What follows belongs to an exercise in optimizing a design on an open flow for small area; a production flow would make more cautious choices.
Where RTL was checked, it was by simulation tests only, not by an equivalence proof against the original.
The RTL of run 2 was laid out without a check of its function.
Power is estimated from default activity; no workload was simulated.

### flow/config.mk
export PLATFORM = sky130hd
export DESIGN_NAME = fir_filter
export DESIGN_NICKNAME = fir_filter
export VERILOG_FILES = /design/flow/design.v
export SDC_FILE = /design/flow/constraint.sdc
export NUM_CORES = 4
export LEC_CHECK = 0
export CAP_MARGIN = 20
export CORE_MARGIN = 2
export CORE_UTILIZATION = 60
export CTS_BUF_LIST = sky130_fd_sc_hd__clkbuf_4 sky130_fd_sc_hd__clkbuf_8
export CTS_CLUSTER_DIAMETER = 60
export CTS_CLUSTER_SIZE = 30
export SLEW_MARGIN = 20
### flow/flow/run.sh
#!/bin/bash
# Own layout flow: the standard synthesis (unchanged) fixes the registers;
# its combinational logic is then replaced by the equivalent hand-built
# full-adder netlist from gen4.py, and the standard ORFS flow lays it out.
set -uo pipefail
HERE=$(pwd)
RES=$HERE/orfs/results/$FLOW_PLATFORM/fir_filter/base
bash standard.sh synth > synth_std.log 2>&1 || { echo "standard synthesis failed"; exit 1; }
cp $RES/1_2_yosys.v std_synth.v
python3 flow/gen4.py flow/spec.json gen_rtl.v own_net.v > gen.log 2>&1
if python3 flow/inject.py std_synth.v own_net.v injected.v > inject.log 2>&1; then
  cp injected.v $RES/1_2_yosys.v
  rm -f $RES/1_synth.odb $RES/1_synth.sdc
  bash standard.sh synth > synth_odb.log 2>&1 || { echo "odb from injected netlist failed"; exit 1; }
else
  echo "register mismatch, keeping the standard netlist" | tee -a inject.log
fi
bash standard.sh > layout.log 2>&1
### flow/design.v
module fir_filter(
    input              clk,
    input              n_rst,
    input  signed [7:0] din,
    output reg signed [7:0] dout
);
reg [7:0] d0;
reg [7:0] d1;
reg [7:0] d2;
reg [7:0] d3;
reg [7:0] d4;
reg [7:0] d5;
reg [7:0] d6;
reg [7:0] d7;
reg [7:0] d8;
reg [7:0] d9;
reg [7:0] d10;
reg [7:0] d11;
reg [7:0] d12;
reg [7:0] d13;
reg [16:0] m;
wire n1, n2, n3, n4, n5, n6, n7, n8, n9, n10, n11, n12, n13, n14, n15, n16, n17, n18, n19, n20, n21, n22, n23, n24, n25, n26, n27, n28, n29, n30, n31, n32, n33, n34, n35, n36, n37, n38, n39, n40, n41, n42, n43, n44, n45, n46, n47, n48, n49, n50, n51, n52, n53, n54, n55, n56, n57, n58, n59, n60, n61, n62, n63, n64, n65, n66, n67, n68, n69, n70, n71, n72, n73, n74, n75, n76, n77, n78, n79, n80, n81, n82, n83, n84, n85, n86, n87, n88, n89, n90, n91, n92, n93, n94, n95, n96, n97, n98, n99, n100, n101, n102, n103, n104, n105, n106, n107, n108, n109, n110, n111, n112, n113, n114, n115, n116, n117, n118, n119, n120, n121, n122, n123, n124, n125, n126, n127, n128, n129, n130, n131, n132, n133, n134, n135, n136, n137, n138, n139, n140, n141, n142, n143, n144, n145, n146, n147, n148, n149, n150, n151, n152, n153, n154, n155, n156, n157, n158, n159, n160, n161, n162, n163, n164, n165, n166, n167, n168, n169, n170, n171, n172, n173, n174, n175, n176, n177, n178, n179, n180, n181, n182, n183, n184, n185, n186, n187, n188, n189, n190, n191, n192, n193, n194, n195, n196, n197, n198, n199, n200, n201, n202, n203, n204, n205, n206, n207, n208, n209, n210, n211, n212, n213, n214, n215, n216, n217, n218, n219, n220, n221, n222, n223, n224, n225, n226, n227, n228, n229, n230, n231, n232, n233, n234, n235, n236, n237, n238, n239, n240, n241, n242, n243, n244, n245, n246, n247, n248, n249, n250, n251, n252, n253, n254, n255, n256, n257, n258, n259, n260, n261, n262, n263, n264, n265, n266, n267, n268, n269, n270, n271, n272, n273, n274, n275, n276, n277, n278, n279, n280, n281, n282, n283, n284, n285, n286, n287, n288, n289, n290, n291, n292, n293, n294, n295, n296, n297, n298, n299, n300, n301, n302, n303, n304, n305, n306, n307, n308, n309, n310, n311, n312, n313, n314, n315, n316, n317, n318, n319, n320, n321, n322, n323, n324, n325, n326, n327, n328, n329, n330, n331, n332, n333, n334, n335, n336, n337, n338, n339, n340, n341, n342, n343, n344, n345, n346, n347, n348, n349, n350, n351, n352, n353, n354, n355, n356, n357, n358, n359, n360, n361, n362, n363, n364, n365, n366, n367, n368, n369, n370, n371, n372, n373, n374, n375, n376, n377, n378, n379, n380, n382, n384, n386, n388, n390, n392, n394, n396, n398, n399, n400, n401, n402, n403, n404, n405, n406, n407, n408, n409, n410, n411, n412, n413, n414, n415, n416, n417, n418, n419, n420, n421, n422, n423, n424;
assign n1 = d1[0] ^ d13[0];
assign n2 = d1[0] & d13[0];
assign n3 = d1[1] ^ d13[1] ^ n2;
assign n4 = (d1[1] & d13[1]) | (n2 & (d1[1] ^ d13[1]));
assign n5 = d1[2] ^ d13[2] ^ n4;
assign n6 = (d1[2] & d13[2]) | (n4 & (d1[2] ^ d13[2]));
assign n7 = d1[3] ^ d13[3] ^ n6;
assign n8 = (d1[3] & d13[3]) | (n6 & (d1[3] ^ d13[3]));
assign n9 = d1[4] ^ d13[4];
assign n10 = d1[4] & d13[4];
assign n11 = d1[5] ^ d13[5] ^ n10;
assign n12 = (d1[5] & d13[5]) | (n10 & (d1[5] ^ d13[5]));
assign n13 = d1[6] ^ d13[6] ^ n12;
assign n14 = (d1[6] & d13[6]) | (n12 & (d1[6] ^ d13[6]));
assign n15 = d1[7] ^ d13[7] ^ n14;
assign n16 = (d1[7] & d13[7]) | (n14 & (d1[7] ^ d13[7]));
assign n17 = d2[0] ^ d12[0];
assign n18 = d2[0] & d12[0];
assign n19 = d2[1] ^ d12[1] ^ n18;
assign n20 = (d2[1] & d12[1]) | (n18 & (d2[1] ^ d12[1]));
assign n21 = d2[2] ^ d12[2] ^ n20;
assign n22 = (d2[2] & d12[2]) | (n20 & (d2[2] ^ d12[2]));
assign n23 = d2[3] ^ d12[3] ^ n22;
assign n24 = (d2[3] & d12[3]) | (n22 & (d2[3] ^ d12[3]));
assign n25 = d2[4] ^ d12[4];
assign n26 = d2[4] & d12[4];
assign n27 = d2[5] ^ d12[5] ^ n26;
assign n28 = (d2[5] & d12[5]) | (n26 & (d2[5] ^ d12[5]));
assign n29 = d2[6] ^ d12[6] ^ n28;
assign n30 = (d2[6] & d12[6]) | (n28 & (d2[6] ^ d12[6]));
assign n31 = d2[7] ^ d12[7] ^ n30;
assign n32 = (d2[7] & d12[7]) | (n30 & (d2[7] ^ d12[7]));
assign n33 = d4[0] ^ d10[0];
assign n34 = d4[0] & d10[0];
assign n35 = d4[1] ^ d10[1] ^ n34;
assign n36 = (d4[1] & d10[1]) | (n34 & (d4[1] ^ d10[1]));
assign n37 = d4[2] ^ d10[2] ^ n36;
assign n38 = (d4[2] & d10[2]) | (n36 & (d4[2] ^ d10[2]));
assign n39 = d4[3] ^ d10[3] ^ n38;
assign n40 = (d4[3] & d10[3]) | (n38 & (d4[3] ^ d10[3]));
assign n41 = d4[4] ^ d10[4];
assign n42 = d4[4] & d10[4];
assign n43 = d4[5] ^ d10[5] ^ n42;
assign n44 = (d4[5] & d10[5]) | (n42 & (d4[5] ^ d10[5]));
assign n45 = d4[6] ^ d10[6] ^ n44;
assign n46 = (d4[6] & d10[6]) | (n44 & (d4[6] ^ d10[6]));
assign n47 = d4[7] ^ d10[7] ^ n46;
assign n48 = (d4[7] & d10[7]) | (n46 & (d4[7] ^ d10[7]));
assign n49 = d5[0] ^ d9[0];
assign n50 = d5[0] & d9[0];
assign n51 = d5[1] ^ d9[1] ^ n50;
assign n52 = (d5[1] & d9[1]) | (n50 & (d5[1] ^ d9[1]));
assign n53 = d5[2] ^ d9[2] ^ n52;
assign n54 = (d5[2] & d9[2]) | (n52 & (d5[2] ^ d9[2]));
assign n55 = d5[3] ^ d9[3] ^ n54;
assign n56 = (d5[3] & d9[3]) | (n54 & (d5[3] ^ d9[3]));
assign n57 = d5[4] ^ d9[4];
assign n58 = d5[4] & d9[4];
assign n59 = d5[5] ^ d9[5] ^ n58;
assign n60 = (d5[5] & d9[5]) | (n58 & (d5[5] ^ d9[5]));
assign n61 = d5[6] ^ d9[6] ^ n60;
assign n62 = (d5[6] & d9[6]) | (n60 & (d5[6] ^ d9[6]));
assign n63 = d5[7] ^ d9[7] ^ n62;
assign n64 = (d5[7] & d9[7]) | (n62 & (d5[7] ^ d9[7]));
assign n65 = d6[0] ^ d8[0];
assign n66 = d6[0] & d8[0];
assign n67 = d6[1] ^ d8[1] ^ n66;
assign n68 = (d6[1] & d8[1]) | (n66 & (d6[1] ^ d8[1]));
assign n69 = d6[2] ^ d8[2] ^ n68;
assign n70 = (d6[2] & d8[2]) | (n68 & (d6[2] ^ d8[2]));
assign n71 = d6[3] ^ d8[3] ^ n70;
assign n72 = (d6[3] & d8[3]) | (n70 & (d6[3] ^ d8[3]));
assign n73 = d6[4] ^ d8[4];
assign n74 = d6[4] & d8[4];
assign n75 = d6[5] ^ d8[5] ^ n74;
assign n76 = (d6[5] & d8[5]) | (n74 & (d6[5] ^ d8[5]));
assign n77 = d6[6] ^ d8[6] ^ n76;
assign n78 = (d6[6] & d8[6]) | (n76 & (d6[6] ^ d8[6]));
assign n79 = d6[7] ^ d8[7] ^ n78;
assign n80 = (d6[7] & d8[7]) | (n78 & (d6[7] ^ d8[7]));
assign n81 = ~n1;
assign n82 = ~n3;
assign n83 = ~n5;
assign n84 = ~n7;
assign n85 = ~n8;
assign n86 = ~n11;
assign n87 = ~n13;
assign n88 = ~n15;
assign n89 = ~n16;
assign n90 = ~n9;
assign n91 = ~n17;
assign n92 = ~n19;
assign n93 = ~n21;
assign n94 = ~n23;
assign n95 = ~n24;
assign n96 = ~n27;
assign n97 = ~n29;
assign n98 = ~n31;
assign n99 = ~n32;
assign n100 = ~n25;
assign n101 = ~n65;
assign n102 = ~n67;
assign n103 = ~n69;
assign n104 = ~n71;
assign n105 = ~n72;
assign n106 = ~n75;
assign n107 = ~n77;
assign n108 = ~n79;
assign n109 = ~n80;
assign n110 = ~n73;
assign n111 = ~d7[0];
assign n112 = ~d7[1];
assign n113 = ~d7[2];
assign n114 = ~d7[3];
assign n115 = ~d7[4];
assign n116 = ~d7[5];
assign n117 = ~d7[6];
assign n118 = ~d7[7];
assign n119 = n111 ^ n33;
assign n120 = n111 & n33;
assign n121 = ~(n112 ^ n65);
assign n122 = n112 | n65;
assign n123 = n120 ^ n121 ^ n35;
assign n124 = (n120 & n121) | (n35 & (n120 ^ n121));
assign n125 = ~(n113 ^ n33);
assign n126 = n113 | n33;
assign n127 = n91 ^ n122 ^ n125;
assign n128 = (n91 & n122) | (n125 & (n91 ^ n122));
assign n129 = n67 ^ n127 ^ n124;
assign n130 = (n67 & n127) | (n124 & (n67 ^ n127));
assign n131 = n37 ^ n93;
assign n132 = n37 & n93;
assign n133 = n114 ^ n1 ^ n126;
assign n134 = (n114 & n1) | (n126 & (n114 ^ n1));
assign n135 = n35 ^ n92 ^ n128;
assign n136 = (n35 & n92) | (n128 & (n35 ^ n92));
assign n137 = n133 ^ n69 ^ n132;
assign n138 = (n133 & n69) | (n132 & (n133 ^ n69));
assign n139 = n135 ^ n130 ^ n39;
assign n140 = (n135 & n130) | (n39 & (n135 ^ n130));
assign n141 = n94 ^ n137;
assign n142 = n94 & n137;
assign n143 = ~(n115 ^ n41);
assign n144 = n115 | n41;
assign n145 = n49 ^ n91 ^ n100;
assign n146 = (n49 & n91) | (n100 & (n49 ^ n91));
assign n147 = n101 ^ n143 ^ n3;
assign n148 = (n101 & n143) | (n3 & (n101 ^ n143));
assign n149 = n145 ^ n134 ^ n37;
assign n150 = (n145 & n134) | (n37 & (n145 ^ n134));
assign n151 = n147 ^ n93 ^ n136;
assign n152 = (n147 & n93) | (n136 & (n147 ^ n93));
assign n153 = n40 ^ n71 ^ n95;
assign n154 = (n40 & n71) | (n95 & (n40 ^ n71));
assign n155 = n149 ^ n138 ^ n151;
assign n156 = (n149 & n138) | (n151 & (n149 ^ n138));
assign n157 = n140 ^ n153 ^ n142;
assign n158 = (n140 & n153) | (n142 & (n140 ^ n153));
assign n159 = ~(n116 ^ n33);
assign n160 = n116 | n33;
assign n161 = n73 ^ n81 ^ n144;
assign n162 = (n73 & n81) | (n144 & (n73 ^ n81));
assign n163 = n159 ^ n43 ^ n51;
assign n164 = (n159 & n43) | (n51 & (n159 ^ n43));
assign n165 = n92 ^ n96 ^ n102;
assign n166 = (n92 & n96) | (n102 & (n92 ^ n96));
assign n167 = n146 ^ n161 ^ n148;
assign n168 = (n146 & n161) | (n148 & (n146 ^ n161));
assign n169 = n5 ^ n163 ^ n165;
assign n170 = (n5 & n163) | (n165 & (n5 ^ n163));
assign n171 = n72 ^ n39 ^ n150;
assign n172 = (n72 & n39) | (n150 & (n72 ^ n39));
assign n173 = n167 ^ n94 ^ n152;
assign n174 = (n167 & n94) | (n152 & (n167 ^ n94));
assign n175 = n169 ^ n154 ^ n171;
assign n176 = (n169 & n154) | (n171 & (n169 ^ n154));
assign n177 = n156 ^ n173 ^ n175;
assign n178 = (n156 & n173) | (n175 & (n156 ^ n173));
assign n179 = ~(n117 ^ n41);
assign n180 = n117 | n41;
assign n181 = n49 ^ n100 ^ n160;
assign n182 = (n49 & n100) | (n160 & (n49 ^ n100));
assign n183 = n179 ^ n35 ^ n75;
assign n184 = (n179 & n35) | (n75 & (n179 ^ n35));
assign n185 = n82 ^ n162 ^ n181;
assign n186 = (n82 & n162) | (n181 & (n82 ^ n162));
assign n187 = n164 ^ n45 ^ n53;
assign n188 = (n164 & n45) | (n53 & (n164 ^ n45));
assign n189 = n183 ^ n93 ^ n97;
assign n190 = (n183 & n93) | (n97 & (n183 ^ n93));
assign n191 = n103 ^ n166 ^ n40;
assign n192 = (n103 & n166) | (n40 & (n103 ^ n166));
assign n193 = n185 ^ n168 ^ n7;
assign n194 = (n185 & n168) | (n7 & (n185 ^ n168));
assign n195 = n95 ^ n187 ^ n189;
assign n196 = (n95 & n187) | (n189 & (n95 ^ n187));
assign n197 = n170 ^ n172 ^ n191;
assign n198 = (n170 & n172) | (n191 & (n170 ^ n172));
assign n199 = n193 ^ n174 ^ n195;
assign n200 = (n193 & n174) | (n195 & (n193 ^ n174));
assign n201 = n176 ^ n197 ^ n199;
assign n202 = (n176 & n197) | (n199 & (n176 ^ n197));
assign n203 = d7[0] ^ n118 ^ n9;
assign n204 = (d7[0] & n118) | (n9 & (d7[0] ^ n118));
assign n205 = n65 ^ n180 ^ n43;
assign n206 = (n65 & n180) | (n43 & (n65 ^ n180));
assign n207 = n51 ^ n203 ^ n96;
assign n208 = (n51 & n203) | (n96 & (n51 ^ n203));
assign n209 = n182 ^ n184 ^ n37;
assign n210 = (n182 & n184) | (n37 & (n182 ^ n184));
assign n211 = n77 ^ n205 ^ n83;
assign n212 = (n77 & n205) | (n83 & (n77 ^ n205));
assign n213 = n207 ^ n186 ^ n8;
assign n214 = (n207 & n186) | (n8 & (n207 ^ n186));
assign n215 = n47 ^ n55 ^ n188;
assign n216 = (n47 & n55) | (n188 & (n47 ^ n55));
assign n217 = n209 ^ n94 ^ n98;
assign n218 = (n209 & n94) | (n98 & (n209 ^ n94));
assign n219 = n104 ^ n190 ^ n211;
assign n220 = (n104 & n190) | (n211 & (n104 ^ n190));
assign n221 = n192 ^ n194 ^ n213;
assign n222 = (n192 & n194) | (n213 & (n192 ^ n194));
assign n223 = n215 ^ n196 ^ n217;
assign n224 = (n215 & n196) | (n217 & (n215 ^ n196));
assign n225 = n219 ^ n198 ^ n221;
assign n226 = (n219 & n198) | (n221 & (n219 ^ n198));
assign n227 = n200 ^ n223 ^ n225;
assign n228 = (n200 & n223) | (n225 & (n200 ^ n223));
assign n229 = ~(d7[1] ^ n57);
assign n230 = d7[1] | n57;
assign n231 = n100 ^ n110 ^ n229;
assign n232 = (n100 & n110) | (n229 & (n100 ^ n110));
assign n233 = n11 ^ n67 ^ n204;
assign n234 = (n11 & n67) | (n204 & (n11 ^ n67));
assign n235 = n231 ^ n206 ^ n45;
assign n236 = (n231 & n206) | (n45 & (n231 ^ n206));
assign n237 = n53 ^ n233 ^ n97;
assign n238 = (n53 & n233) | (n97 & (n53 ^ n233));
assign n239 = n208 ^ n48 ^ n56;
assign n240 = (n208 & n48) | (n56 & (n208 ^ n48));
assign n241 = n39 ^ n79 ^ n210;
assign n242 = (n39 & n79) | (n210 & (n39 ^ n79));
assign n243 = n95 ^ n99 ^ n105;
assign n244 = (n95 & n99) | (n105 & (n95 ^ n99));
assign n245 = n235 ^ n84 ^ n212;
assign n246 = (n235 & n84) | (n212 & (n235 ^ n84));
assign n247 = n237 ^ n214 ^ n216;
assign n248 = (n237 & n214) | (n216 & (n237 ^ n214));
assign n249 = n239 ^ n241 ^ n218;
assign n250 = (n239 & n241) | (n218 & (n239 ^ n241));
assign n251 = n243 ^ n220 ^ n245;
assign n252 = (n243 & n220) | (n245 & (n243 ^ n220));
assign n253 = n222 ^ n247 ^ n224;
assign n254 = (n222 & n247) | (n224 & (n222 ^ n247));
assign n255 = n249 ^ n251 ^ n226;
assign n256 = (n249 & n251) | (n226 & (n249 ^ n251));
assign n257 = n253 ^ n228;
assign n258 = n253 & n228;
assign n259 = ~(d7[2] ^ n41);
assign n260 = d7[2] | n41;
assign n261 = n90 ^ n230 ^ n259;
assign n262 = (n90 & n230) | (n259 & (n90 ^ n230));
assign n263 = n59 ^ n96 ^ n106;
assign n264 = (n59 & n96) | (n106 & (n59 ^ n96));
assign n265 = n232 ^ n261 ^ n13;
assign n266 = (n232 & n261) | (n13 & (n232 ^ n261));
assign n267 = n69 ^ n234 ^ n263;
assign n268 = (n69 & n234) | (n263 & (n69 ^ n234));
assign n269 = n40 ^ n80 ^ n47;
assign n270 = (n40 & n80) | (n47 & (n40 ^ n80));
assign n271 = n55 ^ n236 ^ n85;
assign n272 = (n55 & n236) | (n85 & (n55 ^ n236));
assign n273 = n265 ^ n98 ^ n238;
assign n274 = (n265 & n98) | (n238 & (n265 ^ n98));
assign n275 = n267 ^ n240 ^ n242;
assign n276 = (n267 & n240) | (n242 & (n267 ^ n240));
assign n277 = n244 ^ n269 ^ n246;
assign n278 = (n244 & n269) | (n246 & (n244 ^ n269));
assign n279 = n271 ^ n273 ^ n248;
assign n280 = (n271 & n273) | (n248 & (n271 ^ n273));
assign n281 = n275 ^ n250 ^ n252;
assign n282 = (n275 & n250) | (n252 & (n275 ^ n250));
assign n283 = n277 ^ n279 ^ n254;
assign n284 = (n277 & n279) | (n254 & (n277 ^ n279));
assign n285 = n281 ^ n256 ^ n283;
assign n286 = (n281 & n256) | (n283 & (n281 ^ n256));
assign n287 = ~(d7[3] ^ n57);
assign n288 = d7[3] | n57;
assign n289 = n260 ^ n287 ^ n43;
assign n290 = (n260 & n287) | (n43 & (n260 ^ n287));
assign n291 = n86 ^ n262 ^ n61;
assign n292 = (n86 & n262) | (n61 & (n86 ^ n262));
assign n293 = n289 ^ n97 ^ n107;
assign n294 = (n289 & n97) | (n107 & (n289 ^ n97));
assign n295 = n264 ^ n48 ^ n56;
assign n296 = (n264 & n48) | (n56 & (n264 ^ n48));
assign n297 = n15 ^ n71 ^ n266;
assign n298 = (n15 & n71) | (n266 & (n15 ^ n71));
assign n299 = n99 ^ n291 ^ n293;
assign n300 = (n99 & n291) | (n293 & (n99 ^ n291));
assign n301 = n268 ^ n270 ^ n295;
assign n302 = (n268 & n270) | (n295 & (n268 ^ n270));
assign n303 = n272 ^ n297 ^ n274;
assign n304 = (n272 & n297) | (n274 & (n272 ^ n297));
assign n305 = n299 ^ n276 ^ n301;
assign n306 = (n299 & n276) | (n301 & (n299 ^ n276));
assign n307 = n278 ^ n303 ^ n280;
assign n308 = (n278 & n303) | (n280 & (n278 ^ n303));
assign n309 = n305 ^ n282 ^ n307;
assign n310 = (n305 & n282) | (n307 & (n305 ^ n282));
assign n311 = n284 ^ n309;
assign n312 = n284 & n309;
assign n313 = d7[4] ^ n73 ^ n288;
assign n314 = (d7[4] & n73) | (n288 & (d7[4] ^ n73));
assign n315 = n59 ^ n313 ^ n290;
assign n316 = (n59 & n313) | (n290 & (n59 ^ n313));
assign n317 = n45 ^ n87 ^ n16;
assign n318 = (n45 & n87) | (n16 & (n45 ^ n87));
assign n319 = n72 ^ n63 ^ n292;
assign n320 = (n72 & n63) | (n292 & (n72 ^ n63));
assign n321 = n315 ^ n98 ^ n108;
assign n322 = (n315 & n98) | (n108 & (n315 ^ n98));
assign n323 = n294 ^ n296 ^ n298;
assign n324 = (n294 & n296) | (n298 & (n294 ^ n296));
assign n325 = n317 ^ n319 ^ n300;
assign n326 = (n317 & n319) | (n300 & (n317 ^ n319));
assign n327 = n321 ^ n302 ^ n323;
assign n328 = (n321 & n302) | (n323 & (n321 ^ n302));
assign n329 = n304 ^ n325 ^ n306;
assign n330 = (n304 & n325) | (n306 & (n304 ^ n325));
assign n331 = n327 ^ n308 ^ n329;
assign n332 = (n327 & n308) | (n329 & (n327 ^ n308));
assign n333 = n310 ^ n331;
assign n334 = n310 & n331;
assign n335 = ~(d7[5] ^ n75);
assign n336 = d7[5] | n75;
assign n337 = n314 ^ n335 ^ n61;
assign n338 = (n314 & n335) | (n61 & (n314 ^ n335));
assign n339 = n64 ^ n316 ^ n47;
assign n340 = (n64 & n316) | (n47 & (n64 ^ n316));
assign n341 = n99 ^ n109 ^ n337;
assign n342 = (n99 & n109) | (n337 & (n99 ^ n109));
assign n343 = n88 ^ n318 ^ n320;
assign n344 = (n88 & n318) | (n320 & (n88 ^ n318));
assign n345 = n339 ^ n322 ^ n341;
assign n346 = (n339 & n322) | (n341 & (n339 ^ n322));
assign n347 = n324 ^ n343 ^ n326;
assign n348 = (n324 & n343) | (n326 & (n324 ^ n343));
assign n349 = n345 ^ n328 ^ n347;
assign n350 = (n345 & n328) | (n347 & (n345 ^ n328));
assign n351 = n330 ^ n349 ^ n332;
assign n352 = (n330 & n349) | (n332 & (n330 ^ n349));
assign n353 = ~(d7[6] ^ n336);
assign n354 = d7[6] | n336;
assign n355 = n77 ^ n353 ^ n48;
assign n356 = (n77 & n353) | (n48 & (n77 ^ n353));
assign n357 = n63 ^ n338 ^ n89;
assign n358 = (n63 & n338) | (n89 & (n63 ^ n338));
assign n359 = n340 ^ n355 ^ n342;
assign n360 = (n340 & n355) | (n342 & (n340 ^ n355));
assign n361 = n357 ^ n344 ^ n346;
assign n362 = (n357 & n344) | (n346 & (n357 ^ n344));
assign n363 = n359 ^ n348 ^ n361;
assign n364 = (n359 & n348) | (n361 & (n359 ^ n348));
assign n365 = n350 ^ n363;
assign n366 = n350 & n363;
assign n367 = ~(d7[7] ^ n354);
assign n368 = d7[7] | n354;
assign n369 = n367 ^ n64 ^ n79;
assign n370 = (n367 & n64) | (n79 & (n367 ^ n64));
assign n371 = n356 ^ n358 ^ n369;
assign n372 = (n356 & n358) | (n369 & (n356 ^ n358));
assign n373 = n360 ^ n371 ^ n362;
assign n374 = (n360 & n371) | (n362 & (n360 ^ n371));
assign n375 = n364 ^ n373;
assign n376 = n364 & n373;
assign n377 = n368 ^ n80 ^ n370;
assign n378 = (n368 & n80) | (n370 & (n368 ^ n80));
assign n379 = n372 ^ n377 ^ n374;
assign n380 = (n372 & n377) | (n374 & (n372 ^ n377));
assign n382 = n91 & n119;
assign n384 = (n382 & n92) | (n123 & (n382 ^ n92));
assign n386 = (n131 & n129) | (n384 & (n131 ^ n129));
assign n388 = (n139 & n386) | (n141 & (n139 ^ n386));
assign n390 = (n155 & n157) | (n388 & (n155 ^ n157));
assign n392 = (n158 & n177) | (n390 & (n158 ^ n177));
assign n394 = (n178 & n201) | (n392 & (n178 ^ n201));
assign n396 = (n202 & n227) | (n394 & (n202 ^ n227));
assign n398 = (n255 & n257) | (n396 & (n255 ^ n257));
assign n399 = m[0] ^ m[1] ^ m[2];
assign n400 = (m[0] & m[1]) | (m[2] & (m[0] ^ m[1]));
assign n401 = m[3] ^ m[4] ^ n400;
assign n402 = (m[3] & m[4]) | (n400 & (m[3] ^ m[4]));
assign n403 = m[5] ^ m[6] ^ n402;
assign n404 = (m[5] & m[6]) | (n402 & (m[5] ^ m[6]));
assign n405 = m[7] ^ m[8] ^ n404;
assign n406 = (m[7] & m[8]) | (n404 & (m[7] ^ m[8]));
assign n407 = m[9] ^ m[10] ^ n406;
assign n408 = (m[9] & m[10]) | (n406 & (m[9] ^ m[10]));
assign n409 = m[11] ^ m[12] ^ n408;
assign n410 = (m[11] & m[12]) | (n408 & (m[11] ^ m[12]));
assign n411 = m[13] ^ m[14] ^ n410;
assign n412 = (m[13] & m[14]) | (n410 & (m[13] ^ m[14]));
assign n413 = m[15] ^ m[16] ^ n412;
assign n414 = (m[15] & m[16]) | (n412 & (m[15] ^ m[16]));
assign n415 = ~n414;
assign n416 = n415 ^ n413;
assign n417 = n416 ? n413 : n401;
assign n418 = n416 ? n413 : n403;
assign n419 = n416 ? n413 : n405;
assign n420 = n416 ? n413 : n407;
assign n421 = n416 ? n413 : n409;
assign n422 = n416 ? n413 : n411;
assign n423 = n416 | n399;
assign n424 = ~din[7];
always @(posedge clk or negedge n_rst) begin
    if (!n_rst) begin
        d0 <= 8'h80;
        d1 <= 8'h80;
        d2 <= 8'h80;
        d3 <= 8'h80;
        d4 <= 8'h80;
        d5 <= 8'h80;
        d6 <= 8'h80;
        d7 <= 8'h80;
        d8 <= 8'h80;
        d9 <= 8'h80;
        d10 <= 8'h80;
        d11 <= 8'h80;
        d12 <= 8'h80;
        d13 <= 8'h80;
        m <= 17'h18000;
        dout <= 8'sd0;
    end else begin
        d0[0] <= din[0];
        d0[1] <= din[1];
        d0[2] <= din[2];
        d0[3] <= din[3];
        d0[4] <= din[4];
        d0[5] <= din[5];
        d0[6] <= din[6];
        d0[7] <= n424;
        d1[0] <= d0[0];
        d1[1] <= d0[1];
        d1[2] <= d0[2];
        d1[3] <= d0[3];
        d1[4] <= d0[4];
        d1[5] <= d0[5];
        d1[6] <= d0[6];
        d1[7] <= d0[7];
        d2[0] <= d1[0];
        d2[1] <= d1[1];
        d2[2] <= d1[2];
        d2[3] <= d1[3];
        d2[4] <= d1[4];
        d2[5] <= d1[5];
        d2[6] <= d1[6];
        d2[7] <= d1[7];
        d3[0] <= d2[0];
        d3[1] <= d2[1];
        d3[2] <= d2[2];
        d3[3] <= d2[3];
        d3[4] <= d2[4];
        d3[5] <= d2[5];
        d3[6] <= d2[6];
        d3[7] <= d2[7];
        d4[0] <= d3[0];
        d4[1] <= d3[1];
        d4[2] <= d3[2];
        d4[3] <= d3[3];
        d4[4] <= d3[4];
        d4[5] <= d3[5];
        d4[6] <= d3[6];
        d4[7] <= d3[7];
        d5[0] <= d4[0];
        d5[1] <= d4[1];
        d5[2] <= d4[2];
        d5[3] <= d4[3];
        d5[4] <= d4[4];
        d5[5] <= d4[5];
        d5[6] <= d4[6];
        d5[7] <= d4[7];
        d6[0] <= d5[0];
        d6[1] <= d5[1];
        d6[2] <= d5[2];
        d6[3] <= d5[3];
        d6[4] <= d5[4];
        d6[5] <= d5[5];
        d6[6] <= d5[6];
        d6[7] <= d5[7];
        d7[0] <= d6[0];
        d7[1] <= d6[1];
        d7[2] <= d6[2];
        d7[3] <= d6[3];
        d7[4] <= d6[4];
        d7[5] <= d6[5];
        d7[6] <= d6[6];
        d7[7] <= d6[7];
        d8[0] <= d7[0];
        d8[1] <= d7[1];
        d8[2] <= d7[2];
        d8[3] <= d7[3];
        d8[4] <= d7[4];
        d8[5] <= d7[5];
        d8[6] <= d7[6];
        d8[7] <= d7[7];
        d9[0] <= d8[0];
        d9[1] <= d8[1];
        d9[2] <= d8[2];
        d9[3] <= d8[3];
        d9[4] <= d8[4];
        d9[5] <= d8[5];
        d9[6] <= d8[6];
        d9[7] <= d8[7];
        d10[0] <= d9[0];
        d10[1] <= d9[1];
        d10[2] <= d9[2];
        d10[3] <= d9[3];
        d10[4] <= d9[4];
        d10[5] <= d9[5];
        d10[6] <= d9[6];
        d10[7] <= d9[7];
        d11[0] <= d10[0];
        d11[1] <= d10[1];
        d11[2] <= d10[2];
        d11[3] <= d10[3];
        d11[4] <= d10[4];
        d11[5] <= d10[5];
        d11[6] <= d10[6];
        d11[7] <= d10[7];
        d12[0] <= d11[0];
        d12[1] <= d11[1];
        d12[2] <= d11[2];
        d12[3] <= d11[3];
        d12[4] <= d11[4];
        d12[5] <= d11[5];
        d12[6] <= d11[6];
        d12[7] <= d11[7];
        d13[0] <= d12[0];
        d13[1] <= d12[1];
        d13[2] <= d12[2];
        d13[3] <= d12[3];
        d13[4] <= d12[4];
        d13[5] <= d12[5];
        d13[6] <= d12[6];
        d13[7] <= d12[7];
        m[0] <= n258;
        m[1] <= n285;
        m[2] <= n398;
        m[3] <= n286;
        m[4] <= n311;
        m[5] <= n312;
        m[6] <= n333;
        m[7] <= n334;
        m[8] <= n351;
        m[9] <= n352;
        m[10] <= n365;
        m[11] <= n366;
        m[12] <= n375;
        m[13] <= n376;
        m[14] <= n379;
        m[15] <= n378;
        m[16] <= n380;
        dout[0] <= n423;
        dout[1] <= n417;
        dout[2] <= n418;
        dout[3] <= n419;
        dout[4] <= n420;
        dout[5] <= n421;
        dout[6] <= n422;
        dout[7] <= n415;
    end
end
endmodule
### flow/flow/gen4.py
#!/usr/bin/env python3
"""Generator for fir_filter (13-tap symmetric FIR, sky130hd).

Writes two files describing the same circuit:
  * rtl  : plain Verilog (registers + assign statements), the version's RTL
  * net  : the same logic as sky130_fd_sc_hd cells (full/half adders etc.)

Structure (two pipeline stages after the sample delay line):
  d0..d13 : sample delay line, d0 = newest sample. Bit 7 of every sample
            register holds the inverted sign bit, so sample value
            x = {~r[7], r[6:0]} - 128 (reset value of r[7] is 1 -> x = 0).
  stage 1 : S = sum c[k] * d[k+1] (k = 0..12) built as a carry-save tree of
            full adders; columns 0..8 are summed completely, columns 9..17
            are kept as (up to) two rows in registers ma / mb.
  stage 2 : dout <= sat((ma + mb) >> 0)  (the rows hold S[17:9])
"""
import sys, json

AREA = {"fa_1": 20.0192, "ha_1": 12.512, "maj3_1": 10.0096, "and2_1": 6.256,
        "xor2_1": 8.7584, "xnor2_1": 8.7584, "or2_1": 6.256, "inv_1": 3.7536,
        "mux2_1": 11.2608, "dfrtp_1": 25.024, "conb_1": 3.7536, "nor2_1": 3.7536,
        "nand2_1": 3.7536, "dfstp_1": 26.2752, "a21oi_1": 5.0048, "o21ai_0": 5.0048,
        "mux2i_1": 10.0096, "xnor3_1": 22.5216, "xor3_1": 23.7728}
DLY = {"fa_s": 0.45, "fa_c": 0.38, "ha_s": 0.28, "ha_c": 0.20, "g": 0.12, "x2": 0.25, "o2": 0.20}
W = 18
CLKQ = 0.35

class Bit:
    __slots__ = ("net", "neg", "t")
    def __init__(s, net, neg=False, t=CLKQ):
        s.net, s.neg, s.t = net, neg, t

# cell functions as verilog expressions (for the RTL)
FUN = {
    "fa_1":   {"SUM": "{A} ^ {B} ^ {CIN}", "COUT": "({A} & {B}) | ({CIN} & ({A} ^ {B}))"},
    "ha_1":   {"SUM": "{A} ^ {B}", "COUT": "{A} & {B}"},
    "maj3_1": {"X": "({A} & {B}) | ({C} & ({A} ^ {B}))"},
    "and2_1": {"X": "{A} & {B}"},
    "or2_1":  {"X": "{A} | {B}"},
    "xor2_1": {"X": "{A} ^ {B}"},
    "xnor2_1": {"Y": "~({A} ^ {B})"},
    "inv_1":  {"Y": "~{A}"},
    "mux2_1": {"X": "{S} ? {A1} : {A0}"},
}
OUTS = {"SUM", "COUT", "X", "Y", "HI", "LO", "Q"}

class Builder:
    def __init__(s, spec):
        s.spec = spec
        s.cells = []
        s.n = 0
        s.K = 0
    def new(s):
        s.n += 1; return f"n{s.n}"
    def cell(s, typ, pins):
        s.cells.append([typ, pins])
    def fa(s, a, b, c):
        xs = [a, b, c]
        ks = [x for x in xs if x.net == "1'b1"]
        if ks:
            assert len(ks) == 1
            o = [x for x in xs if x.net != "1'b1"]
            return s.fa1(o[0], o[1])
        so, co = s.new(), s.new()
        s.cell("fa_1", {"A": a.net, "B": b.net, "CIN": c.net, "SUM": so, "COUT": co})
        t = max(a.t, b.t, c.t)
        return Bit(so, a.neg, t + DLY["fa_s"]), Bit(co, a.neg, t + DLY["fa_c"])
    def ha(s, a, b):
        if b.net == "1'b1": a, b = b, a
        if a.net == "1'b1":
            assert b.net != "1'b1"
            return s.inv(b), b
        so, co = s.new(), s.new()
        s.cell("ha_1", {"A": a.net, "B": b.net, "SUM": so, "COUT": co})
        t = max(a.t, b.t)
        return Bit(so, a.neg, t + DLY["ha_s"]), Bit(co, a.neg, t + DLY["ha_c"])
    def inv(s, a):
        y = s.new(); s.cell("inv_1", {"A": a.net, "Y": y})
        return Bit(y, a.neg, a.t + DLY["g"])
    def fa1(s, a, b):
        so, co = s.new(), s.new()
        s.cell("xnor2_1", {"A": a.net, "B": b.net, "Y": so})
        s.cell("or2_1", {"A": a.net, "B": b.net, "X": co})
        t = max(a.t, b.t)
        return Bit(so, False, t + DLY["x2"]), Bit(co, False, t + DLY["o2"])

    def ripple(s, bits_a, bits_b, lo, hi):
        """unsigned ripple add of positive bits in positions lo..hi (dicts pos->Bit);
        returns dict pos->Bit incl. carry at hi+1"""
        out = {}; c = None
        for p in range(lo, hi + 1):
            xs = [x for x in (bits_a.get(p), bits_b.get(p), c) if x is not None]
            if len(xs) == 3: sm, c = s.fa(*xs)
            elif len(xs) == 2: sm, c = s.ha(*xs)
            elif len(xs) == 1: sm, c = xs[0], None
            else: sm, c = None, None
            if sm is not None: out[p] = sm
        if c is not None: out[hi + 1] = c
        return out

    def column(s, p, cols, target):
        """reduce column p to `target` positive bits; carries to p+1"""
        col = cols.get(p, [])
        nxt = cols.setdefault(p + 1, [])
        while True:
            pos = sorted([b for b in col if not b.neg], key=lambda b: b.t)
            neg = sorted([b for b in col if b.neg], key=lambda b: b.t)
            if not neg and len(pos) <= target: break
            cand = []
            if len(neg) >= 3: cand.append((neg[2].t, "n"))
            if len(pos) >= 3 and (len(pos) + len(neg) > target + 1 or neg): cand.append((pos[2].t, "p"))
            if cand:
                cand.sort()
                grp = neg[:3] if cand[0][1] == "n" else pos[:3]
                for b in grp: col.remove(b)
                sm, cy = s.fa(*grp)
                col.append(sm); nxt.append(cy)
            elif neg:
                b = neg[0]; col.remove(b)
                nb = s.inv(b); nb.neg = False
                col.append(nb); s.K -= 1 << p
            elif len(pos) > target:
                sm, cy = s.ha(pos[0], pos[1])
                col.remove(pos[0]); col.remove(pos[1]); col.append(sm); nxt.append(cy)
            else:
                break
        cols[p] = col
        return col

    def build(s):
        spec = s.spec
        nodes = {}
        # sample j as unsigned {~s, x[6:0]}, value = u - 128
        for j in range(1, 14):
            nodes[f"x{j}"] = ({i: Bit(f"d{j}[{i}]") for i in range(8)}, -128)
        for name, (a, b), chunks in spec["pre"]:
            va, ka = nodes[a]; vb, kb = nodes[b]
            out = {}; extra = []
            lo = 0
            for hi in chunks:
                r = s.ripple(va, vb, lo, hi)
                for p, x in r.items():
                    if p in out: extra.append((p, x))
                    else: out[p] = x
                lo = hi + 1
            nodes[name] = (out, ka + kb, extra)
        cols = {}
        comp = {}
        def cbit(x):
            if x.net not in comp: comp[x.net] = s.inv(x)
            return comp[x.net]
        for nd, coef in spec["out"]:
            v = nodes[nd]
            vec, k = v[0], v[1]
            extra = v[2] if len(v) > 2 else []
            sh = abs(coef).bit_length() - 1
            assert abs(coef) == 1 << sh
            neg = coef < 0
            for p, x in list(vec.items()) + extra:
                if p + sh >= W: continue
                if neg:   # -b = ~b - 1
                    cols.setdefault(p + sh, []).append(cbit(x))
                    s.K -= 1 << (p + sh)
                else:
                    cols.setdefault(p + sh, []).append(x)
            s.K += coef * k
        # inversions of leftover negative bits (see column()) depend only on
        # the negative bit counts: account for them in K up front
        nn = {p: sum(1 for x in c if x.neg) for p, c in cols.items()}
        for p in range(W):
            n = nn.get(p, 0); f = 0
            while n >= 3: n -= 2; f += 1
            nn[p + 1] = nn.get(p + 1, 0) + f
            s.K -= n << p
        s.K %= 1 << W
        for p in range(W):
            if (s.K >> p) & 1:
                cols.setdefault(p, []).append(Bit("1'b1", False, 0.0))
        s.Kpre = s.K; s.K = 0; s.Kinv = sum(0 for _ in ())
        s.rows = {}
        for p in range(W):
            tgt = 1 if p == W - 1 else 2
            s.column(p, cols, tgt)
        cols.pop(W, None)
        # carry of the low columns 0..8 into column 9 (only the carry is used)
        c = None
        for p in range(9):
            xs = sorted(cols.get(p, []) + ([c] if c else []), key=lambda b: b.t)
            if len(xs) == 3: _, c = s.fa(*xs)
            elif len(xs) == 2: _, c = s.ha(*xs)
            else: c = None
        if c: cols[9].append(c)
        for p in range(9, W):
            s.rows[p] = cols[p]
        return s

def stage2(b):
    """mid registers -> ripple -> sat -> dout"""
    mid = []   # (regname, src Bit, col)
    rows = b.rows
    cnt = {}
    for p in range(9, W):
        for x in rows[p]:
            mid.append((None, x, p))
    k = 0
    for i, (nm, x, p) in enumerate(mid):
        if x.net != "1'b1":
            mid[i] = (f"m[{k}]", x, p); k += 1
    # stage 2 ripple over registered bits
    cols = {}
    for nm, x, p in mid:
        cols.setdefault(p, []).append(Bit("1'b1", False, 0.0) if x.net == "1'b1" else Bit(nm, False, CLKQ))
    C = sum(1 << p for nm, x, p in mid if x.net == "1'b1")
    mid = [m for m in mid if m[1].net != "1'b1"]
    # reset values of the mid registers: their weighted sum plus the
    # constants must be 0 mod 2^W (S = 0 while the state is cleared)
    T = (-C) % (1 << W)
    best = None
    n = len(mid)
    import itertools
    # greedy over columns with carry: choose per column how many bits are set
    bycol = {}
    for i, (nm, x, p) in enumerate(mid): bycol.setdefault(p, []).append(i)
    def dfs(p, carry, chosen):
        nonlocal best
        if p == W:
            if best is None or len(chosen) < len(best): best = list(chosen)
            return
        idx = bycol.get(p, [])
        for k in range(len(idx) + 1):
            tot = carry + k
            if (tot & 1) != ((T >> p) & 1): continue
            dfs(p + 1, tot >> 1, chosen + idx[:k])
    dfs(9, 0, [])
    assert best is not None, "no reset encoding"
    b.setregs = set(mid[i][0] for i in best)
    S = {}
    c = None
    for p in range(9, W):
        xs = cols.get(p, []) + ([c] if c else [])
        if p == W - 1:
            if len(xs) == 1: S[p] = xs[0]
            elif len(xs) == 2:
                if "1'b1" in (xs[0].net, xs[1].net):
                    S[p] = b.inv([x for x in xs if x.net != "1'b1"][0])
                else:
                    y = b.new(); b.cell("xor2_1", {"A": xs[0].net, "B": xs[1].net, "X": y}); S[p] = Bit(y)
            else:
                sm, _ = b.fa(*xs); S[p] = sm
            break
        if len(xs) == 3: sm, c = b.fa(*xs)
        elif len(xs) == 2: sm, c = b.ha(*xs)
        elif len(xs) == 1: sm, c = xs[0], None
        else: raise RuntimeError("empty column")
        S[p] = sm
    sb = lambda p: S[p].net
    ovf = b.new(); b.cell("xor2_1", {"A": sb(17), "B": sb(16), "X": ovf})
    dn = [None] * 8
    dn[7] = sb(17)
    for i in range(1, 7):
        y = b.new(); b.cell("mux2_1", {"A0": sb(9 + i), "A1": sb(16), "S": ovf, "X": y}); dn[i] = y
    y = b.new(); b.cell("or2_1", {"A": ovf, "B": sb(9), "X": y}); dn[0] = y
    # registers: (cell, regbit name, D net, reset value)
    regs = []
    for j in range(14):
        for i in range(8):
            if j == 0:
                src = "din[7]" if i == 7 else f"din[{i}]"
            else:
                src = f"d{j-1}[{i}]"
            regs.append(("dfstp_1" if i == 7 else "dfrtp_1", f"d{j}[{i}]", src))
    for nm, x, p in mid:
        regs.append(("dfstp_1" if nm in b.setregs else "dfrtp_1", nm, x.net))
    for i in range(8):
        regs.append(("dfrtp_1", f"dout[{i}]", dn[i]))
    # din[7] must be inverted into d0[7]
    y = b.new(); b.cell("inv_1", {"A": "din[7]", "Y": y})
    regs = [(c, r, (y if r == "d0[7]" else d)) for c, r, d in regs]
    prune(b, set(r[2] for r in regs))
    return regs, mid

def prune(b, roots):
    changed = True
    while changed:
        changed = False
        used = set(roots)
        for typ, pins in b.cells:
            for p, n in pins.items():
                if p not in OUTS: used.add(n)
        new = []
        for c in b.cells:
            typ, pins = c
            outs = [p for p in pins if p in OUTS]
            live = [p for p in outs if pins[p] in used]
            if not live:
                changed = True; continue
            if typ == "fa_1" and live == ["COUT"]:
                c[0] = "maj3_1"; c[1] = {"A": pins["A"], "B": pins["B"], "C": pins["CIN"], "X": pins["COUT"]}; changed = True
            elif typ == "ha_1" and live == ["COUT"]:
                c[0] = "and2_1"; c[1] = {"A": pins["A"], "B": pins["B"], "X": pins["COUT"]}; changed = True
            elif typ == "ha_1" and live == ["SUM"]:
                c[0] = "xor2_1"; c[1] = {"A": pins["A"], "B": pins["B"], "X": pins["SUM"]}; changed = True
            elif typ == "xnor2_1" and False:
                pass
            new.append(c)
        b.cells = new

def regs_decl(regs):
    """group register bits by vector name -> width"""
    vec = {}
    for c, r, d in regs:
        nm, idx = r[:-1].split("[")
        vec.setdefault(nm, []).append(int(idx))
    return {k: max(v) + 1 for k, v in vec.items()}

def vnet(n):
    # nets named like d3[2], m0[4] are register outputs (vectors)
    return n

def write_rtl(b, regs, path, header):
    L = [header.rstrip(), "module fir_filter(",
         "    input              clk,",
         "    input              n_rst,",
         "    input  signed [7:0] din,",
         "    output reg signed [7:0] dout",
         ");", ""]
    vec = regs_decl(regs)
    for nm, w in vec.items():
        if nm == "dout": continue
        L.append(f"reg [{w-1}:0] {nm};")
    nets = sorted({n for typ, pins in b.cells for p, n in pins.items() if p in OUTS},
                  key=lambda n: int(n[1:]))
    L.append("wire " + ", ".join(nets) + ";")
    L.append("")
    for typ, pins in b.cells:
        for op, expr in FUN[typ].items():
            if op in pins:
                L.append(f"assign {pins[op]} = " + expr.format(**pins) + ";")
    L.append("")
    L.append("always @(posedge clk or negedge n_rst) begin")
    L.append("    if (!n_rst) begin")
    for nm, w in vec.items():
        rv = 0
        for c, r, d in regs:
            rn, idx = r[:-1].split("[")
            if rn == nm and c == "dfstp_1": rv |= 1 << int(idx)
        L.append(f"        {nm} <= {w}'h{rv:x};" if nm != "dout" else f"        dout <= 8'sd0;")
    L.append("    end else begin")
    for c, r, d in regs:
        L.append(f"        {r} <= {d};")
    L.append("    end")
    L.append("end")
    L.append("")
    L.append("endmodule")
    open(path, "w").write("\n".join(L) + "\n")

def esc(n):
    if "[" in n and not n.startswith(("din[", "dout[")):
        return "\\" + n + " "
    return n

def write_net(b, regs, path):
    L = ["module fir_filter(clk, n_rst, din, dout);",
         "  input clk;", "  input n_rst;", "  input [7:0] din;", "  output [7:0] dout;"]
    wires = set()
    for typ, pins in b.cells:
        wires |= set(pins.values())
    for c, r, d in regs: wires.add(r); wires.add(d)
    wires.discard("1'b1")
    for w in sorted(wires):
        if w.startswith(("din[", "dout[")): continue
        L.append(f"  wire {esc(w)};")
    for i, (typ, pins) in enumerate(b.cells):
        ps = ", ".join(f".{p}({esc(n)})" for p, n in pins.items())
        L.append(f"  sky130_fd_sc_hd__{typ} g{i} ({ps});")
    for c, r, d in regs:
        rst = "SET_B" if c == "dfstp_1" else "RESET_B"
        L.append(f"  sky130_fd_sc_hd__{c} \\{r}$_DFF_PN{'1' if c == 'dfstp_1' else '0'}_  (.CLK(clk), .D({esc(d)}), .Q({esc(r)}), .{rst}(n_rst));")
    L.append("endmodule")
    open(path, "w").write("\n".join(L) + "\n")

def area(b, regs):
    comb = sum(AREA[c[0]] for c in b.cells)
    return comb, comb + sum(AREA[r[0]] for r in regs)

if __name__ == "__main__":
    spec = json.load(open(sys.argv[1]))
    b = Builder(spec).build()
    regs, mid = stage2(b)
    from collections import Counter
    cnt = Counter(c[0] for c in b.cells)
    comb, tot = area(b, regs)
    print(f"regs {len(regs)} mid {len(mid)} comb {comb:.1f} total {tot:.1f} "
          f"mid_t {max(x.t for _, x, _ in mid):.2f}", dict(cnt), file=sys.stderr)
    if len(sys.argv) > 3:
        write_rtl(b, regs, sys.argv[2], open(sys.argv[4]).read() if len(sys.argv) > 4 else "")
        write_net(b, regs, sys.argv[3])
### flow/flow/inject.py
#!/usr/bin/env python3
"""Swap the combinational logic of the standard synthesis netlist for the
hand-built cell netlist made by gen4.py, keeping the standard synthesis's
registers: same instance names, same cell types, same count.

usage: inject.py STD_NETLIST OWN_NETLIST OUT_NETLIST
Exits non-zero (and writes nothing) if the registers do not match.
"""
import re, sys

FF = re.compile(r'^\s*sky130_fd_sc_hd__(df\w+)\s+\\(\S+)\$_DFF_(\w+)_\s*\(', re.M)

def regs(path):
    txt = open(path).read()
    out = {}
    for typ, bit, kind in FF.findall(txt):
        out[bit] = (typ, kind)
    return txt, out

std_txt, std = regs(sys.argv[1])
own_txt, own = regs(sys.argv[2])
base = lambda t: t.rsplit("_", 1)[0]
ok = True
if set(std) != set(own):
    print("register sets differ:", sorted(set(std) ^ set(own))[:20]); ok = False
for bit in set(std) & set(own):
    if base(std[bit][0]) != base(own[bit][0]) or std[bit][1] != own[bit][1]:
        print("register type differs:", bit, std[bit], own[bit]); ok = False
if not ok:
    sys.exit(1)

def fix(m):
    typ, bit, kind = m.group(1), m.group(2), m.group(3)
    styp, skind = std[bit]
    return m.group(0).replace("sky130_fd_sc_hd__" + typ, "sky130_fd_sc_hd__" + styp, 1)
out = FF.sub(fix, own_txt)
open(sys.argv[3], "w").write(out)
print(f"injected netlist with {len(std)} registers")
### flow/constraint.sdc
create_clock -name core_clock -period 6.0 [get_ports {clk}]
set_input_delay 1.2000 -clock core_clock [delete_from_list [all_inputs] [get_ports {clk}]]
set_output_delay 1.2000 -clock core_clock [all_outputs]
set_load 0.01 [all_outputs]
### flow/flow/spec.json
{"pre": [["q0", ["x1","x13"], [3,7]],
         ["q1", ["x2","x12"], [3,7]],
         ["q3", ["x4","x10"], [3,7]],
         ["q4", ["x5","x9"], [3,7]],
         ["q5", ["x6","x8"], [3,7]]],
 "out": [["q0",-32],["q0",8], ["q1",-16],["q1",-4],["q1",-1],
         ["q3",32],["q3",4],["q3",1], ["q4",64],["q4",16],
         ["q5",128],["q5",-16],["q5",2], ["x7",128],["x7",-1]]
}
### flow/standard.sh
#!/bin/bash
# synth_recipe.tcl (not shown) runs the flow's synth.tcl, then flattens the netlist and writes it again
# the make line also repeats each setting of config.mk as NAME=value (left out here)
make -C /OpenROAD-flow-scripts/flow DESIGN_CONFIG=/design/flow/config.mk WORK_HOME=/design/flow/orfs CLKGATE_MAP_FILE= SYNTH_SCRIPT=/design/flow/synth_recipe.tcl "${@:-finish}"
==> results.ini, run 1 <==
[timing]
min_period_ns = 5.005
worst_pin_slew_ns = 0.8382
setup-violations-final = 0
timing.slew.headroom_pct = 44.12
tns_ns = 0
fmax_mhz = 199.8
skew_ns = 0.01201
drv_slew = 0
hold_viol_final = 0
period_share_pct = 83.42
rsz0062_at_grt = false

[clocking]
cts_hold_buffers = 0
cts.sinks = 137
cts_buffers = 17
clockRootBuffer = clkbuf_8
cts_tree = yes
clkTransAtPathRegs_ns = 0.08
postCtsSetupRepairBufs = 0
htreeDepth = 4
clockBufferDepth = 2
clk_latency_ns = 0.44
cts_resized = 0

[worst_setup_path]
cp.required_ns = 6.33
crit_path_frequent_cell = fa_1
crit_path_max_incr_delay_ns = 0.69
cp_cell_sequence = ha_1 -> fa_1 -> fa_1 -> fa_1 -> fa_1 -> fa_1 -> fa_1 -> maj3_1 -> maj3_1 -> maj3_1 -> maj3_1
r2r-end = m[2]
regToRegSetupSlack_ns = 0.99
arrival_ns = 5.33
cp_top_family = adder cells
reg2reg_from = d4[0]
cp-end-kind = register
reg2reg_depth = 11
crit_fanout = 3
critPathBufInv = 0
slowest_stage = fa_1
critPathKind = reg -> reg
cp-start-kind = register

[die]
dieWidth_um = 113.2
core_sq_um = 11520
rows = 39
die_h_um = 113.2
dieArea_sq_um = 12820
initial_core_util_pct = 62.18
io_pins = 18

[route]
firstDrtPassIters = 4
vias = 2913
wl_um = 11970
post_drt_wl_per_cell_um = 20.74
drtIter0Drc = 150
avgViaCountPerCell = 5.049
drc = 0
drtAntennaViolNets = 0

[finish]
syn2layout_area_growth_pct = 10.76
fin_cells = 577
diodes = 0
layout.nets = 599
layout-drive-gt1-share_pct = 11.52

[placed_design]
dp_hpwl_um = 9914
port_buffers = 17
dp.cells = 545
gp_congestion = 0.8743

[yosys]
synthCells = 384
synth_nets = 562
synth_area_sq_um = 7161
synth.avg_cell_area_sq_um = 18.65
yosys_warnings = 1

[global_routing]
grt_pass1_vias = 3656
antenna_found_initial = 0
grt_pass1_wl_um = 19880
track_usage_pct = 21.96
grt_overflow = 0
grt_start_max_net_pins = 72

[worst_hold_path]
min_to = d12[5]
min_from = d11[5]
hold_class = reg -> reg
whs_path_depth = 0

[power]
powerDensity_nw_per_um2 = 592.2
vdd_drop_max_uv = 363.5
leakage_nw = 3.410

[job]
drv_cap = 0

[status]
status = finished clean

where the power goes:
group	switching [W]	internal, W	total (W)
sequential	0.0000695	0.00114	0.00121
clock	0.000376	0.000390	0.000766
combinational	0.00135	0.00137	0.00273
worst reg2reg max path, stage by stage, from the launching register on:
cell and delay [ns]:
dfrtp_1 0.39, ha_1 0.21, fa_1 0.38, fa_1 0.39
fa_1 0.69, fa_1 0.49, fa_1 0.51, fa_1 0.42
maj3_1 0.34, maj3_1 0.36, maj3_1 0.36, maj3_1 0.35
state kept, by name (all words and copies together), names as in the netlist:
register,flops
d4,8
d11,8
d2,8
d1,8
d13,8
d3,8
d8,8
d10,8
d12,8
dout,8
m,17
d5,8
d7,8
d0,8
d6,8
d9,8
layer usage:
layer	wire length (um)	global-route usage, %	up-vias
met3	394	5.303	8
met4	98	5.772	0
met1	5623	33.29	1626
li1	-	-	1243
met2	5849	33.17	36
met5	0	0	-
worst max path at each step:
stage	to	cells after the start	slack (ns)	startpoint
6_report	m[2]	11	0.99	d4[0]
5_1_grt	m[2]	11	0.82	d4[0]
4_1_cts	m[2]	11	0.99	d4[0]
3_5_place_dp	m[2]	11	0.99	d4[0]
3_3_place_gp	m[2]	11	1.06	d4[0]
2_1_floorplan	m[2]	11	1.24	d4[0]
per-stage QoR:
stage	cell area [sq um]	hold slack, ns	power (W)	setup slack, ns	util [%]
after global routing	7931	0.3601	0.005260	0.8235	68.87
after detailed placement	7518	0.3347	0.004027	0.9918	65.29
after global placement	7518	0.3316	0.003945	1.064	65.29
after CTS	7931	0.3436	0.004818	0.9891	68.87
after floorplan	7161	0.3312	0.003252	1.242	-
final	7931	0.3441	0.004697	0.9949	68.87
layout make-up:
| type | count | area [sq um] |
|---|---|---|
| repair buffers | 18 | 178.9 |
| inverters | 40 | 150.1 |
| clock buffers | 19 | 249.0 |
| fillers | 763 | 3585 |
| clock inverters | 13 | 163.9 |
| flip-flops and latches | 137 | 3448 |
| multi-input cells | 207 | 3562 |
| well taps | 143 | 178.9 |
cells in the final DEF, fill, tap and decap left out, types with 2 or more instances in the layout:
master,count
or2_1,12
inv_1,40
clkbuf_8,17
ha_1,18
dfstp_2,16
fa_1,150
xnor2_1,11
mux2_1,6
clkdlybuf4s50_1,16
clkinv_4,4
dfrtp_1,121
inv_6,3
clkinvlp_4,2
maj3_1,8
bufinv_16,2
clkbuf_4,2
==> run 2, diff against run 1 <==
--- a/flow/design.v
+++ b/flow/design.v
@@ -576,6 +576,6 @@
         m[7] <= n334;
         m[8] <= n351;
-        m[9] <= n352;
-        m[10] <= n365;
+        m[9] <= n365;
+        m[10] <= n352;
         m[11] <= n366;
         m[12] <= n375;
--- a/flow/flow/run.sh
+++ b/flow/flow/run.sh
@@ -16,3 +16,5 @@
   echo "register mismatch, keeping the standard netlist" | tee -a inject.log
 fi
+# clock tree: no dummy balancing loads, small clock buffers
+export CTS_ARGS="-sink_clustering_enable -repair_clock_nets -dont_use_dummy_load -buf_list sky130_fd_sc_hd__clkbuf_8"
 bash standard.sh > layout.log 2>&1
--- a/flow/flow/gen4.py
+++ b/flow/flow/gen4.py
@@ -191,4 +191,21 @@
             else: c = None
         if c: cols[9].append(c)
+        # stage-1 carry-propagate where the bits are early enough: each
+        # column so resolved needs one register instead of two
+        bud = spec.get("res_budget", 0.0)
+        for p in range(9, W):
+            col = sorted(cols.get(p, []), key=lambda b: b.t)
+            while len(col) >= 2:
+                if len(col) >= 3:
+                    t = col[2].t + DLY["fa_s"]
+                    if t > bud: break
+                    sm, cy = s.fa(col[0], col[1], col[2]); col = col[3:]
+                else:
+                    t = col[1].t + DLY["ha_s"]
+                    if t > bud: break
+                    sm, cy = s.ha(col[0], col[1]); col = col[2:]
+                col.append(sm); col.sort(key=lambda b: b.t)
+                if p + 1 < W: cols.setdefault(p + 1, []).append(cy)
+            cols[p] = col
         for p in range(9, W):
             s.rows[p] = cols[p]
@@ -236,22 +253,19 @@
     b.setregs = set(mid[i][0] for i in best)
     S = {}
-    c = None
     for p in range(9, W):
-        xs = cols.get(p, []) + ([c] if c else [])
-        if p == W - 1:
-            if len(xs) == 1: S[p] = xs[0]
-            elif len(xs) == 2:
-                if "1'b1" in (xs[0].net, xs[1].net):
-                    S[p] = b.inv([x for x in xs if x.net != "1'b1"][0])
-                else:
-                    y = b.new(); b.cell("xor2_1", {"A": xs[0].net, "B": xs[1].net, "X": y}); S[p] = Bit(y)
+        col = cols.get(p, [])
+        while len(col) >= 2:
+            col.sort(key=lambda x: x.t)
+            if len(col) >= 3:
+                sm, cy = b.fa(col[0], col[1], col[2]); col = col[3:] + [sm]
             else:
-                sm, _ = b.fa(*xs); S[p] = sm
-            break
-        if len(xs) == 3: sm, c = b.fa(*xs)
-        elif len(xs) == 2: sm, c = b.ha(*xs)
-        elif len(xs) == 1: sm, c = xs[0], None
-        else: raise RuntimeError("empty column")
-        S[p] = sm
+                if p == W - 1 and "1'b1" in (col[0].net, col[1].net):
+                    sm = b.inv([x for x in col if x.net != "1'b1"][0]); cy = None
+                else:
+                    sm, cy = b.ha(col[0], col[1])
+                col = [sm]
+            if p + 1 < W and cy is not None: cols.setdefault(p + 1, []).append(cy)
+        if not col: raise RuntimeError("empty column")
+        S[p] = col[0]
     sb = lambda p: S[p].net
     ovf = b.new(); b.cell("xor2_1", {"A": sb(17), "B": sb(16), "X": ovf})
==> flow/config.mk (replaced) <==
export PLATFORM = sky130hd
export DESIGN_NAME = fir_filter
export DESIGN_NICKNAME = fir_filter
export VERILOG_FILES = /design/flow/design.v
export SDC_FILE = /design/flow/constraint.sdc
export NUM_CORES = 4
export LEC_CHECK = 0
export CAP_MARGIN = 20
export CORE_MARGIN = 2
export CORE_UTILIZATION = 70
export SLEW_MARGIN = 20
==> results.ini, run 2 <==
[status]
status = finished clean

[power]
powerDensity_nw_per_um2 = 577.5  ; -2.5%
leakage_nw = 3.329  ; -2.4%
vdd_drop_max_uv = 539.4  ; +48%

[placed_design]
port_buffers = 17  ; unchanged
gp_congestion = 0.9017  ; +3.1%
place_area_sq_um = 7506  ; -0.17%
dp_hpwl_um = 10190  ; +2.8%
dp.cells = 535  ; -1.8%

[finish]
diodes = 0  ; unchanged
final-seq-area_sq_um = 3448  ; unchanged
fill_cells = 518  ; -32%
largest_reg_flops = 17  ; unchanged
layout-drive-gt1-share_pct = 8.353  ; -3.2 points
final_common_cell = fa_1
syn2layout_area_growth_pct = 8.090
top_register = m
layout.nets = 599  ; unchanged
mostFrequentLayoutCells = 150 x fa_1, 121 x dfrtp_1, 40 x inv_1
fin_cells = 552  ; -4.3%
final_cell_area_sq_um = 7740  ; -2.4%
multi_input_area_sq_um = 3562  ; unchanged

[die]
dieArea_sq_um = 11050  ; -14%
rows = 36  ; -7.7%
initial_core_util_pct = 72.59  ; +10 points
die_h_um = 105.1  ; -7.2%
io_pins = 18  ; unchanged
dieWidth_um = 105.1  ; -7.2%
core_sq_um = 9864  ; -14%

[global_routing]
antenna_found_initial = 0  ; unchanged
grt_overflow = 0  ; unchanged
grt_start_max_net_pins = 94  ; +31%
grt_pass1_wl_um = 20400  ; +2.6%
track_usage_pct = 26.49  ; +4.5 points
grt_pass1_vias = 3786  ; +3.6%

[job]
drv_cap = 0  ; unchanged

[route]
firstDrtPassIters = 4  ; unchanged
wl_um = 12360  ; +3.3%
drc = 0  ; unchanged
avgViaCountPerCell = 5.435  ; +7.7%
drtIter0Drc = 165  ; +10%
vias = 3000  ; +3.0%
post_drt_wl_per_cell_um = 22.39  ; +8.0%
drtAntennaViolNets = 0  ; unchanged

[timing]
fmax_mhz = 200.7  ; +0.45%
drv_slew = 0  ; unchanged
setup-violations-final = 0  ; unchanged
hold_viol_final = 0  ; unchanged
rsz0062_at_grt = false
worst_pin_slew_ns = 0.8228  ; -0.01535 ns
timing.slew.headroom_pct = 45.14  ; +1.0 points
tns_ns = 0  ; unchanged
skew_ns = 0.03542  ; +0.02340 ns
min_period_ns = 4.983  ; -0.02251 ns
period_share_pct = 83.04  ; -0.38 points

[worst_setup_path]
arrival_ns = 5.27  ; -0.06 ns
crit_fanout = 3  ; unchanged
cp.required_ns = 6.29  ; -0.04 ns
cp-end-kind = register
cp-start-kind = register
critPathKind = reg -> reg

[yosys]
synth_area_sq_um = 7161  ; unchanged
synthCells = 384  ; unchanged
yosys_warnings = 1  ; unchanged
synth.avg_cell_area_sq_um = 18.65  ; unchanged
synth_nets = 562  ; unchanged

[clocking]
cts_resized = 0  ; unchanged
clockRootBuffer = clkbuf_8
cts.sinks = 137  ; unchanged
cts_buffers = 17  ; unchanged
clk_latency_ns = 0.44  ; about the same
clkTransAtPathRegs_ns = 0.09  ; about the same
htreeDepth = 4  ; unchanged
postCtsSetupRepairBufs = 0  ; unchanged
cts_tree = yes
cts_hold_buffers = 0  ; unchanged
clockBufferDepth = 2  ; unchanged

[worst_hold_path]
hold_class = reg -> reg

run 2: area by class of cell:
| cell class | count | area share, % |
|---|---|---|
| Multi-Input combinational cell | 207 | 46.02 |
| Sequential cell | 137 | 44.55 |
| Clock buffer | 17 | 3.023 |
| Timing Repair Buffer | 18 | 2.312 |
| Tap cell | 133 | 2.150 |
| Inverter | 40 | 1.940 |
run 2: layer usage:
layer | vias up | wire (um) | part of all wire (%) | track usage [%]
met5 | - | 0 | 0 | 0
met4 | 0 | 171 | 1.4 | 6.952
met3 | 13 | 539 | 4.4 | 6.800
met2 | 65 | 6413 | 52 | 41.28
met1 | 1701 | 5234 | 42 | 38.84
li1 | 1221 | - | - | -
run 2: worst paths after layout:
check,startpoint,end,slack (ns),depth (start not counted)
setup reg to reg,d4[0],m[2],1.02,11
hold / removal,d0[2],d1[2],0.33,0
min in group asynchronous,n_rst,dout[3],0.83,1
max in group asynchronous,n_rst,d9[7],4.11,2
hold reg to reg,d0[2],d1[2],0.33,0
setup / recovery,d4[0],m[2],1.02,11
run 2: where the power goes:
part	internal [W]	switching, W
registers	0.00114	0.0000725
logic	0.00137	0.00136
clock network	0.000249	0.000283
run 2: metrics by stage:
stage / setup WS, ns / total power, W / hold slack, ns / util, %
floorplan: 1.242 / 0.003252 / 0.3312 / -
global placement: 1.066 / 0.003879 / 0.3311 / 76.09
detailed placement: 1.016 / 0.004024 / 0.3355 / 76.09
CTS: 1.013 / 0.004580 / 0.3431 / 78.46
global route: 0.8360 / 0.004954 / 0.3455 / 78.46
finish: 1.017 / 0.004470 / 0.3346 / 78.46
run 2: worst max-delay path, cell delays in order, from the launching register on:
cell,delay (ns)
dfrtp_1,0.39
ha_1,0.21
fa_1,0.37
fa_1,0.39
fa_1,0.68
fa_1,0.48
fa_1,0.51
fa_1,0.41
maj3_1,0.34
maj3_1,0.36
maj3_1,0.36
maj3_1,0.35

[static timing again, ports no longer ideal]
No port has a modelled driver above. Below, the same layouts with a new extraction and two added sets of constraints.
Step 1, drivers: a clkbuf_16 drives clk and a buf_2 each remaining input, both assumed.
Step 2 moves the port delays by t, midway between the first and last clock arrival at a register: inputs arrive t later, outputs are due t later. That takes back most of the time a late clock gives input paths.
Slacks: no drivers / after step 1 / after step 2; pairs: no drivers / after step 1.
| run | shift t [ns] | setup WS [ns] | worst setup path at the end | worst register clock-pin slew, ns |
|---|---|---|---|---|
| run 1 | 0.469 | 0.995 / 0.995 / 0.995 | register to register | 0.09 / 0.09 |
| run 2 | 0.458 | 1.017 / 1.017 / 1.017 | register to register | 0.09 / 0.09 |
After both steps setup and hold are still met in every run listed.
